From an optimization exercise on the open Yosys and OpenROAD flow, aimed at small area, a short achievable clock period and few clock cycles per item; shortcuts taken in it are not production practice.
Power figures rest on the tool's default switching activity, not on a simulated workload.

== before ==
Design mp_adder, start of the top module:
module mp_adder (
    input  wire         iAddSub,
    input  wire         iClk,
    input  wire         iRst,
    input  wire         iStart,
    input  wire [511:0] iOpA,
    input  wire [511:0] iOpB,
    output wire [512:0] oRes,
    output wire         oDone);
clock: 5.0 ns
lec_check: 0
cap_margin: 20
core_area: 10 10 460 460
die_area: 0 0 470 470
gpl_timing_driven: 0
setup_slack_margin: 0.8
slew_margin: 20
synth_hierarchical: 1
standard.sh (not shown) runs the stock make flow with config.mk's settings and CLKGATE_MAP_FILE= SYNTH_SCRIPT=/design/flow/synth_recipe.tcl, a recipe that flattens the netlist after the stock synthesis.
==> flow/flow/run.sh <==
#!/bin/bash
# Standard ORFS layout (the standard.sh) with three changes to how it is done:
# - buffer_ports gives every input and output port a buf_1 cell (the resizer
#   still sizes them as timing needs) instead of the cell it picks by default;
# - the ports are placed in bit order round the die edge, each bit's
#   iOpA/iOpB/oRes side by side (flow/pinorder.tcl, before place_pins);
# - before the resize step's repair_design, high-fanout nets get buffer trees
#   built from their sinks' locations (flow/pre_resize.tcl, flow/tree.tcl).
set -euo pipefail
export BUFFER_PORTS_ARGS="-buffer_cell sky130_fd_sc_hd__buf_1"
export PRE_IO_PLACEMENT_TCL="$(pwd)/flow/pinorder.tcl"
export PRE_RESIZE_TCL="$(pwd)/flow/pre_resize.tcl"
bash standard.sh > standard_flow.log 2>&1
Other scripts of this flow, unchanged in this note and not shown: flow/flow/pinorder.tcl, flow/flow/pre_resize.tcl, flow/flow/tree.tcl
Changes in after relative to before:
--- a/flow/design.v
+++ b/flow/design.v
@@ -82,44 +82,35 @@
     input  wire [3:0] b,
     output wire [3:0] bx);
     assign bx = b ^ {4{s}};
 endmodule
 module mpa_xor (
     input  wire [3:0] a, b,
     output wire [3:0] y);
     assign y = a ^ b;
 endmodule
-module mpa_pg2 (
-    input  wire s,
-    input  wire [3:0] y, a,
+module mpa_ha (
+    input  wire [3:0] a, b,
     output wire [3:0] p, g);
-    assign p = y ^ {4{s}};
-    assign g = a & ~p;
+    assign p = a ^ b;
+    assign g = a & b;
 endmodule
 module mpa_and (
     input  wire [3:0] a, b,
     output wire [3:0] y);
-    assign y = a & ~b;
+    assign y = a & b;
 endmodule
 module mpa_gp (
     input  wire [3:0] p, g,
     output wire        G, Pc);
     assign G  = g[3] | g[2] & p[3] | g[1] & p[2] & p[3] | g[0] & p[1] & p[2] & p[3];
     assign Pc = &p;
 endmodule
-module mpa_cla (
-    input  wire        ci,
-    input  wire [2:0] p, g,
-    output wire [2:0] c);
-    assign c[0] = ci & p[0] | g[0];
-    assign c[1] = ci & p[0] & p[1] | g[1] | g[0] & p[1];
-    assign c[2] = ci & p[0] & p[1] & p[2] | g[2] | g[1] & p[2] | g[0] & p[1] & p[2];
-endmodule
 module mpa_nd (
     input  wire gh, ph, gl, pl,
     output wire g, p);
     assign g = gh | (ph & gl);
     assign p = ph & pl;
 endmodule
 module mpa_ng (
     input  wire gh, ph, gl,
     output wire g);
@@ -128,31 +119,34 @@
 module mp_adder (
     input  wire         iAddSub,
     input  wire         iClk,
     input  wire         iRst,
     input  wire         iStart,
     input  wire [511:0] iOpA,
     input  wire [511:0] iOpB,
     output wire [512:0] oRes,
     output wire         oDone);
-    wire [511:0] bx, p, g, c, sum;   
+    wire [511:0] bx, p, g, c, sum;
     wire [127:0] cg, cp, cc;
     reg  [127:1] rC;      
     reg         rCout;
     reg         rDone;
     wire [127:0] ci = {rC, iAddSub};
     genvar j;
     generate for (j = 0; j < 128; j = j + 1) begin : chunk
-        mpa_xor u_y   (.a(iOpA[4*j +: 4]), .b(iOpB[4*j +: 4]), .y(bx[4*j +: 4]));
-        mpa_pg2 u_pg  (.s(iAddSub), .y(bx[4*j +: 4]), .a(iOpA[4*j +: 4]), .p(p[4*j +: 4]), .g(g[4*j +: 4]));
+        mpa_bx  u_bx  (.s(iAddSub), .b(iOpB[4*j +: 4]), .bx(bx[4*j +: 4]));
+        mpa_xor u_p   (.a(iOpA[4*j +: 4]), .b(bx[4*j +: 4]), .y(p[4*j +: 4]));
+        mpa_and u_g   (.a(iOpA[4*j +: 4]), .b(bx[4*j +: 4]), .y(g[4*j +: 4]));
         mpa_gp  u_gp  (.p(p[4*j +: 4]), .g(g[4*j +: 4]), .G(cg[j]), .Pc(cp[j]));
         assign c[4*j] = ci[j];
-        mpa_cla u_cla (.ci(ci[j]), .p(p[4*j +: 3]), .g(g[4*j +: 3]), .c(c[4*j+1 +: 3]));
+        mpa_ng  u_c1  (.gh(g[4*j+0]), .ph(p[4*j+0]), .gl(c[4*j+0]), .g(c[4*j+1]));
+        mpa_ng  u_c2  (.gh(g[4*j+1]), .ph(p[4*j+1]), .gl(c[4*j+1]), .g(c[4*j+2]));
+        mpa_ng  u_c3  (.gh(g[4*j+2]), .ph(p[4*j+2]), .gl(c[4*j+2]), .g(c[4*j+3]));
         mpa_xor u_s   (.a(p[4*j +: 4]), .b(c[4*j +: 4]), .y(sum[4*j +: 4]));
     end endgenerate
     wire G0c;
     mpa_ng n0c (.gh(cg[0]), .ph(cp[0]), .gl(iAddSub), .g(G0c));
     wire G0;
     mpa_ng n0 (.gh(cg[1]), .ph(cp[1]), .gl(G0c), .g(G0));
     wire G1, P1;
     mpa_nd n1 (.gh(cg[3]), .ph(cp[3]), .gl(cg[2]), .pl(cp[2]), .g(G1), .p(P1));
     wire G2, P2;
Results
Delta (after minus before): simple logic cell fraction of the synthesized area higher; actual slew at the worst max-slew pin now larger. Comparing after and before, the lower synthesis-to-finish area growth is on after. Compared with before, in after fmax held steady, global-route track usage on met2 held steady, total non-filler cell area in the finished layout shrank by 5.8%, placement-stage cell area shrank by 1800 sq um. Summary of after over before: total met2 wirelength after detailed routing decreased 1.1%; global-route usage decreased 0.24 points. Between after and before, via count is lower for after, before comes in above that. | total wirelength of the detailed-routed design | after vs before | 2.9% lower |. Against before as the reference, after delivers a higher reported clock group power. The power of the sequential group reported for after is smaller than that of before by about 5%.
No functional check of the RTL was part of any run of this note.

[port drivers added, routing unchanged]
No port has a modelled driver above. Below, the same layouts with a new extraction and two added sets of constraints. Step 1: set_driving_cell puts a clkbuf_16 on iClk and a buf_2 on each other input, an assumption about the parent block. Step 2 times the ports against the registers' clock, not the clock port: input delays grow and output delays shrink by t, the midpoint of the rising clock arrivals with the driver on. Three values: no drivers, after step 1, after step 2; two values: the first two.
| run | shift t [ns] | setup WS [ns] | hold slack, ns | worst setup path at the end | worst data-port slew with drivers (ns) |
|---|---|---|---|---|---|
| before | 0.608 | 0.816 / 0.773 / 0.266 | 0.669 / 0.617 / 1.225 | input to register | 0.07 |
| after | 0.622 | 0.818 / 0.764 / 0.257 | 0.672 / 0.603 / 1.225 | input to register | 0.07 |
After both steps every run listed still meets setup and hold. For after, which loses most, drivers alone change the setup slack by -0.054 ns; drivers and shift together by -0.561 ns.
